From an optimization exercise on the open Yosys and OpenROAD flow, aimed at a short achievable clock period and few clock cycles; shortcuts taken in it are not production practice. Only simulation tests tie the RTL to the original design; equivalence was not proved. No driver is modelled on the clock port, so clocking that relies on it looks cheaper here than on a real chip. Power and IR drop assume default switching activity.

Design microprocessor, start of the top module:
module microprocessor(clk, rst, imem_addr, imem_data, dmem_addr, dmem_data, dbg_sel, dbg_data, done, data_out);
	input clk;
	input rst;
	output [7:0] imem_addr;
	input [31:0] imem_data;
	output [7:0] dmem_addr;
	input [7:0] dmem_data;
	input [4:0] dbg_sel;
	output [7:0] dbg_data;
	output done;
	output [7:0] data_out;
	function [7:0] prefix_carry;
		input [7:0] a;
		input [7:0] b;
		input cin;
		reg [7:0] g, p, g1, p1, g2, p2, g3;
		begin
			g = a & b;
			p = a ^ b;
			g[0] = g[0] | (p[0] & cin);
			g1 = g | ((p & {g[6:0], 1'b0}));
			p1 = p & {p[6:0], 1'b1};
			g2 = g1 | ((p1 & {g1[5:0], 2'b0}));
			p2 = p1 & {p1[5:0], 2'b11};
			g3 = g2 | ((p2 & {g2[3:0], 4'b0}));
			prefix_carry = g3;
		end
	endfunction
	function [7:0] add8;
		input [7:0] a;
		input [7:0] b;
		reg [7:0] c;
		begin
			c = prefix_carry(a, b, 1'b0);
			add8 = (a ^ b) ^ {c[6:0], 1'b0};
		end
	endfunction
	reg [7:0] register_file [31:0];
	reg [7:0] debug_file [31:0];	 
	reg [7:0] pc;
	reg [7:0] alu_out;	 
	reg load_pending;	 
	reg [31:0] write_pending;	 
	reg halted;
	reg done_r;
	integer i;
	wire [5:0] opcode = imem_data[31:26];
	wire [4:0] rs = imem_data[25:21];
	wire [4:0] rt = imem_data[20:16];
	wire [4:0] rd = imem_data[15:11];
	wire [5:0] function_field = imem_data[5:0];
	wire [7:0] immediate = imem_data[7:0];
	wire [7:0] write_back = load_pending ? dmem_data : alu_out;
	reg [7:0] operand_file [31:0];
	always @(*)
		for (i = 0; i < 32; i = i + 1)
			operand_file[i] = write_pending[i] ? write_back : register_file[i];
	wire is_r = (opcode == 6'h00);
	wire is_addu = is_r && (function_field == 6'h21);
	wire is_slt = is_r && (function_field == 6'h2a);
	wire is_addiu = (opcode == 6'h09);
	wire is_lw = (opcode == 6'h23);
	wire is_beq = (opcode == 6'h04);
	wire is_bne = (opcode == 6'h05);
	wire use_imm = is_addiu || is_lw;
	wire [7:0] register_operand_1 = operand_file[rs];
	wire [7:0] register_operand_2 = use_imm ? immediate : operand_file[rt];
	wire [7:0] sum = add8(register_operand_1, register_operand_2);
	wire [7:0] cmp_carry = prefix_carry({1'b0, register_operand_1[6:0]}, {1'b0, ~register_operand_2[6:0]}, 1'b1);
	wire low_ge = cmp_carry[6];
	wire less = (register_operand_1[7] != register_operand_2[7]) ? register_operand_1[7] : !low_ge;
	wire equal = (register_operand_1 == register_operand_2);
  ...
make LEC_CHECK=0 CAP_MARGIN=20 CORE_MARGIN=2 CORE_UTILIZATION=40 PLACE_DENSITY=0.6 SETUP_SLACK_MARGIN=5 SLEW_MARGIN=20 finish   # period 10.0 ns
run.sh (not shown) runs the stock make flow with config.mk's settings and CLKGATE_MAP_FILE= SYNTH_SCRIPT=/design/flow/synth_recipe.tcl, a recipe that flattens the netlist after the stock synthesis.
The starting point finished with timing, DRC and antenna clean.
Testbench counts at the start, summed over its fixed seeds: cycles 51,952.
==> next run, changes <==
CORE_UTILIZATION = 60   (was 40)
PLACE_DENSITY = 0.75   (was 0.6)
Worst hold slack hardly moves.
Sequential share of layout area rises by 1.4 points.
Area after synthesis stays the same.
Setup slack loses 0.39 ns.
Routed wire length grows by 2.8%.
Total power shrinks by 0.61%.
Clock-buffer cell count fell by 17.

* * *

v12:
microprocessor, a different RTL version from the one above (not shown whole).
Size: about 3200 cells after synthesis, ~570 flip-flops, ~26000 µm² of cells after synthesis.
==> flow/config.mk <==
export PLATFORM = sky130hd
export DESIGN_NAME = microprocessor
export DESIGN_NICKNAME = microprocessor
export VERILOG_FILES = /design/flow/design.v
export SDC_FILE = /design/flow/constraint.sdc
export NUM_CORES = 4
export LEC_CHECK = 0
export CAP_MARGIN = 20
export CORE_MARGIN = 2
export CORE_UTILIZATION = 40
export PLACE_DENSITY = 0.6
export SETUP_SLACK_MARGIN = 5
export SLEW_MARGIN = 20
export SYNTH_HIERARCHICAL = 1
==> flow/constraint.sdc <==
create_clock -name core_clock -period 10.0 [get_ports {clk}]
set_input_delay 2.0000 -clock core_clock [delete_from_list [all_inputs] [get_ports {clk}]]
set_output_delay 2.0000 -clock core_clock [all_outputs]
set_load 0.01 [all_outputs]
standard.sh (not shown) runs the stock make flow with config.mk's settings and CLKGATE_MAP_FILE= SYNTH_SCRIPT=/design/flow/synth_recipe.tcl, a recipe that flattens the netlist after the stock synthesis.
==> flow/flow/run.sh <==
#!/bin/bash
# The standard layout (standard.sh) with one addition: after clock tree
# synthesis and after global routing, the cells on the worst setup paths are
# resized greedily (sizing.tcl); placement is legalized and global routing
# updated afterwards. Synthesis, floorplan, power grid, placement, clock tree,
# routing and finishing are the standard flow's.
set -euo pipefail
cd "$(dirname "$0")/.."
W=$(pwd)
export POST_CTS_TCL=$W/flow/post_cts.tcl
export POST_GLOBAL_ROUTE_TCL=$W/flow/post_grt.tcl
export GREEDY_SIZING_TCL=$W/flow/sizing.tcl
bash standard.sh finish > "$W/standard_flow.log" 2>&1
==> flow/flow/post_grt.tcl <==
# After global routing: greedy sizing with global-route parasitics, fix slew
# and capacitance, then legalize, update the global routes and the guides, as
# global_route.tcl does after its own repairs.
source $::env(GREEDY_SIZING_TCL)
estimate_parasitics -global_routing
greedy_sizing 6 40
repair_design_helper
global_route -start_incremental
detailed_placement
global_route -end_incremental -congestion_report_file $::env(REPORTS_DIR)/congestion_post_greedy.rpt
check_placement -verbose
estimate_parasitics -global_routing
report_worst_slack
write_guides $::env(RESULTS_DIR)/route.guide
==> flow/flow/sizing.tcl <==
# Greedy gate sizing: for each cell on the worst setup paths, try every
# equivalent cell (same function, other drive strength) and keep the one that
# gives the best worst setup slack, without making hold or the worst hold
# slack negative. Registers and clock cells are left alone.
proc gs_wslack {} { return [sta::worst_slack_cmd max] }
proc gs_hslack {} { return [sta::worst_slack_cmd min] }

set ::gs_dont_use {}
if { [info exists ::env(DONT_USE_CELLS)] } { set ::gs_dont_use $::env(DONT_USE_CELLS) }
proc gs_allowed { name } {
  foreach pat $::gs_dont_use {
    if { [string match $pat $name] } { return 0 }
  }
  return 1
}

proc gs_path_insts { n } {
  set res {}
  foreach pe [find_timing_paths -path_delay max -group_path_count $n -endpoint_path_count 1 -sort_by_slack] {
    foreach pt [get_property $pe points] {
      set pin [get_property $pt pin]
      if { [get_property $pin is_port] } { continue }
      set pn [get_full_name $pin]
      set name [string range $pn 0 [expr { [string last "/" $pn] - 1 }]]
      if { [lsearch -exact $res $name] < 0 } { lappend res $name }
    }
  }
  return $res
}

proc gs_pass { n } {
  set changed 0
  foreach name [gs_path_insts $n] {
    set inst [get_cells $name]
    set cur [get_property $inst ref_name]
    if { [string match "*df*" $cur] || [string match "*clk*" $cur] } { continue }
    set lc [lindex [get_lib_cells */$cur] 0]
    set eqs [sta::find_equiv_cells $lc]
    if { [llength $eqs] < 2 } { continue }
    set best [gs_wslack]
    set bestc $cur
    foreach e $eqs {
      set en [get_name $e]
      if { $en eq $cur || ![gs_allowed $en] } { continue }
      replace_cell $inst $en
      set s [gs_wslack]
      if { $s > $best + 1e-12 && [gs_hslack] > 0.05e-9 } {
        set best $s
        set bestc $en
      }
    }
    replace_cell $inst $bestc
    if { $bestc ne $cur } { incr changed }
  }
  return $changed
}

proc greedy_sizing { passes n } {
  sta::make_equiv_cells [get_libs *]
  puts "greedy sizing: worst setup slack [gs_wslack] before"
  for { set k 0 } { $k < $passes } { incr k } {
    set c [gs_pass $n]
    puts "greedy sizing: pass $k resized $c, worst setup slack [gs_wslack]"
    if { $c == 0 } { break }
  }
}
Other scripts of this flow, unchanged in this note and not shown: flow/flow/post_cts.tcl
v12 did not make it past 5_1_grt, where a tool error ended it.
Testbench counts of v12, summed over its fixed seeds: cycles 51,952.
Setup changes, v12 to v14
==> flow/flow/post_grt.tcl <==
# After global routing: rounds of greedy sizing with global-route parasitics,
# each followed by legalization and an update of the global routes, as
# global_route.tcl does after its own repairs; then the guides are rewritten.
source $::env(GREEDY_SIZING_TCL)
for { set round 0 } { $round < 3 } { incr round } {
  estimate_parasitics -global_routing
  greedy_sizing 4 40
  global_route -start_incremental
  detailed_placement
  global_route -end_incremental -congestion_report_file $::env(REPORTS_DIR)/congestion_post_greedy.rpt
  estimate_parasitics -global_routing
  puts "greedy sizing: round $round after legalization, worst setup slack [gs_wslack]"
}
check_placement -verbose
report_worst_slack
write_guides $::env(RESULTS_DIR)/route.guide
-- flow/flow/sizing.tcl --
<<< v12, line 1
# Greedy gate sizing: for each cell on the worst setup paths, try every
# equivalent cell (same function, other drive strength) and keep the one that
# gives the best worst setup slack, without making hold or the worst hold
# slack negative. Registers and clock cells are left alone.
proc gs_wslack {} { return [sta::worst_slack_cmd max] }
proc gs_hslack {} { return [sta::worst_slack_cmd min] }

set ::gs_dont_use {}
>>> v14, line 1
# Greedy gate sizing: for each cell on the worst setup paths, try every
# equivalent cell (same function, same or larger drive strength) and keep the one that
# gives the best worst setup slack, without making hold or the worst hold
# slack negative, and without adding max-slew or max-capacitance violations.
# Registers and clock cells are left alone.
proc gs_wslack {} { return [sta::worst_slack_cmd max] }
proc gs_hslack {} { return [sta::worst_slack_cmd min] }
proc gs_drv {} { return [expr { [sta::max_slew_violation_count] + [sta::max_capacitance_violation_count] }] }

set ::gs_dont_use {}
<<< v12, line 13
  }
  return 1
}

>>> v14, line 15
  }
  return 1
}

proc gs_drive { name } {
  if { [regexp {_([0-9]+)$} $name m d] } { return $d }
  return 0
}

<<< v12, line 40
    set best [gs_wslack]
    set bestc $cur
    foreach e $eqs {
      set en [get_name $e]
      if { $en eq $cur || ![gs_allowed $en] } { continue }
      replace_cell $inst $en
      set s [gs_wslack]
      if { $s > $best + 1e-12 && [gs_hslack] > 0.05e-9 } {
        set best $s
        set bestc $en
>>> v14, line 47
    set best [gs_wslack]
    set bestc $cur
    set drv [gs_drv]
    foreach e $eqs {
      set en [get_name $e]
      if { $en eq $cur || ![gs_allowed $en] } { continue }
      if { [gs_drive $en] < [gs_drive $cur] } { continue }
      replace_cell $inst $en
      set s [gs_wslack]
      if { $s > $best + 1e-12 && [gs_hslack] > 0.05e-9 && [gs_drv] <= $drv } {
        set best $s
        set bestc $en
==> comparison <==
From v14 to v12, post-synthesis instance area did not move at all.
Diff v14..v12 | number of instances in the synthesized netlist | unchanged
Number of top-level design ports came out exactly the same in v12 and v14.
Diff v14..v12 | cell area reported after detailed placement | unchanged
From v12 to v14 the numbers moved as follows: number of enable-type register cells in the synthesized netlist held, simple-gate share of the synthesized area held.
As far as number of clock sinks goes, v14 and v12 are indistinguishable; the numbers are identical.
v14 | status: complete | timing, DRC, antenna: pass
--- input diff v14..v22 ---
==> flow/flow/post_grt.tcl <==
# After global routing: greedy sizing with global-route parasitics, then fix
# slew and capacitance, legalize, update the global routes and the guides.
source $::env(GREEDY_SIZING_TCL)
global_route -start_incremental
estimate_parasitics -global_routing
greedy_sizing 6 40
repair_design_helper
detailed_placement
global_route -end_incremental -congestion_report_file $::env(REPORTS_DIR)/congestion_post_greedy.rpt
check_placement -verbose
estimate_parasitics -global_routing
report_worst_slack
write_guides $::env(RESULTS_DIR)/route.guide
-- flow/flow/sizing.tcl --
<<< v14, line 1
# Greedy gate sizing: for each cell on the worst setup paths, try every
# equivalent cell (same function, same or larger drive strength) and keep the one that
# gives the best worst setup slack, without making hold or the worst hold
# slack negative, and without adding max-slew or max-capacitance violations.
# Registers and clock cells are left alone.
proc gs_wslack {} { return [sta::worst_slack_cmd max] }
proc gs_hslack {} { return [sta::worst_slack_cmd min] }
proc gs_drv {} { return [expr { [sta::max_slew_violation_count] + [sta::max_capacitance_violation_count] }] }

set ::gs_dont_use {}
>>> v22, line 1
# Greedy gate sizing: for each cell on the worst setup paths, try every
# equivalent cell (same function, other drive strength) and keep the one that
# gives the best worst setup slack, without making hold or the worst hold
# slack negative. Registers and clock cells are left alone.
proc gs_wslack {} { return [sta::worst_slack_cmd max] }
proc gs_hslack {} { return [sta::worst_slack_cmd min] }

set ::gs_dont_use {}
<<< v14, line 15
  }
  return 1
}

proc gs_drive { name } {
  if { [regexp {_([0-9]+)$} $name m d] } { return $d }
  return 0
}

>>> v22, line 13
  }
  return 1
}

<<< v14, line 47
    set best [gs_wslack]
    set bestc $cur
    set drv [gs_drv]
    foreach e $eqs {
      set en [get_name $e]
      if { $en eq $cur || ![gs_allowed $en] } { continue }
      if { [gs_drive $en] < [gs_drive $cur] } { continue }
      replace_cell $inst $en
      set s [gs_wslack]
      if { $s > $best + 1e-12 && [gs_hslack] > 0.05e-9 && [gs_drv] <= $drv } {
        set best $s
        set bestc $en
>>> v22, line 40
    set best [gs_wslack]
    set bestc $cur
    foreach e $eqs {
      set en [get_name $e]
      if { $en eq $cur || ![gs_allowed $en] } { continue }
      replace_cell $inst $en
      set s [gs_wslack]
      if { $s > $best + 1e-12 && [gs_hslack] > 0.05e-9 } {
        set best $s
        set bestc $en
### Flow results
Seen in the log of v22: EST-0104 during 5_1_grt, after which the run never completed.
Compared with v14, in v22 share of synthesized cell area in and, or, nand and nor gates was more or less identical, area fraction in compound gates after synthesis held steady, I/O pin total now sits at about the same level.
Re number of I/O port buffers: no difference whatsoever between v22 and v14.
Comparing v14 against v22, there is no change at all in cell area after synthesis.
Between v22 and v14, the difference in synthesized netlist net count is negligible.
Diff v14..v22 | cell count after synthesis | unchanged
Relative to v22, the following input files were edited for v31:
==> flow/flow/post_grt.tcl <==
# After global routing: greedy sizing with global-route parasitics, then
# legalize, update the global routes and the guides, as global_route.tcl does
# after its own repairs.
source $::env(GREEDY_SIZING_TCL)
estimate_parasitics -global_routing
greedy_sizing 6 40
global_route -start_incremental
detailed_placement
global_route -end_incremental -congestion_report_file $::env(REPORTS_DIR)/congestion_post_greedy.rpt
check_placement -verbose
estimate_parasitics -global_routing
report_worst_slack
write_guides $::env(RESULTS_DIR)/route.guide
-- flow/flow/sizing.tcl --
<<< v22, line 2
# equivalent cell (same function, other drive strength) and keep the one that
# gives the best worst setup slack, without making hold or the worst hold
# slack negative. Registers and clock cells are left alone.
proc gs_wslack {} { return [sta::worst_slack_cmd max] }
proc gs_hslack {} { return [sta::worst_slack_cmd min] }

set ::gs_dont_use {}
>>> v31, line 2
# equivalent cell (same function, other drive strength) and keep the one that
# gives the best worst setup slack, without making hold or the worst hold
# slack negative, and without adding max-slew or max-capacitance violations.
# Registers and clock cells are left alone.
proc gs_wslack {} { return [sta::worst_slack_cmd max] }
proc gs_hslack {} { return [sta::worst_slack_cmd min] }
proc gs_drv {} { return [expr { [sta::max_slew_violation_count] + [sta::max_capacitance_violation_count] }] }

set ::gs_dont_use {}
<<< v22, line 40
    set best [gs_wslack]
    set bestc $cur
    foreach e $eqs {
      set en [get_name $e]
>>> v31, line 42
    set best [gs_wslack]
    set bestc $cur
    set drv [gs_drv]
    foreach e $eqs {
      set en [get_name $e]
<<< v22, line 45
      replace_cell $inst $en
      set s [gs_wslack]
      if { $s > $best + 1e-12 && [gs_hslack] > 0.05e-9 } {
        set best $s
        set bestc $en
>>> v31, line 48
      replace_cell $inst $en
      set s [gs_wslack]
      if { $s > $best + 1e-12 && [gs_hslack] > 0.05e-9 && [gs_drv] <= $drv } {
        set best $s
        set bestc $en
--- outcome ---
v31 -> v22: height of the chip delta 0, exact match
FAIL v22 @ 5_1_grt: tool exited with error
v31: done, clean on timing, DRC and antenna
As far as worst setup slack before clock tree synthesis goes, v22 and v31 are indistinguishable; the numbers are identical.
~same synthesized cell count in v22 and v31

==> what the ideal ports hide <==
In the flow no input, the clock included, has a driving cell. The finished layouts below were timed again as built, in two steps.
Step 1 assumes that a clkbuf_16 drives the clock port and a buf_2 every other input.
Step 2 times the ports against the registers' clock, not the clock port: input delays grow and output delays shrink by t, the midpoint of the rising clock arrivals with the driver on.
Slacks: ideal / step 1 / step 2; pairs: ideal / step 1.
run | shift t [ns] | setup WS [ns] | worst setup path after step 2 | slew at the worst register clock pin (ns)
the first run of note 1 | 0.709 | 4.085 / 4.034 / 4.034 | input to output | 0.07 / 0.07
the second run of note 1 | 0.720 | 3.695 / 3.627 / 3.627 | input to output | 0.07 / 0.07
v14 | 0.706 | 4.462 / 4.165 / 4.165 | input to output | 0.07 / 0.07
v31 | 0.712 | 4.105 / 3.823 / 3.823 | input to output | 0.07 / 0.07
After both steps setup and hold are still met in every run listed. For v14, which loses most, drivers alone change the setup slack by -0.297 ns; drivers and shift together by -0.297 ns.
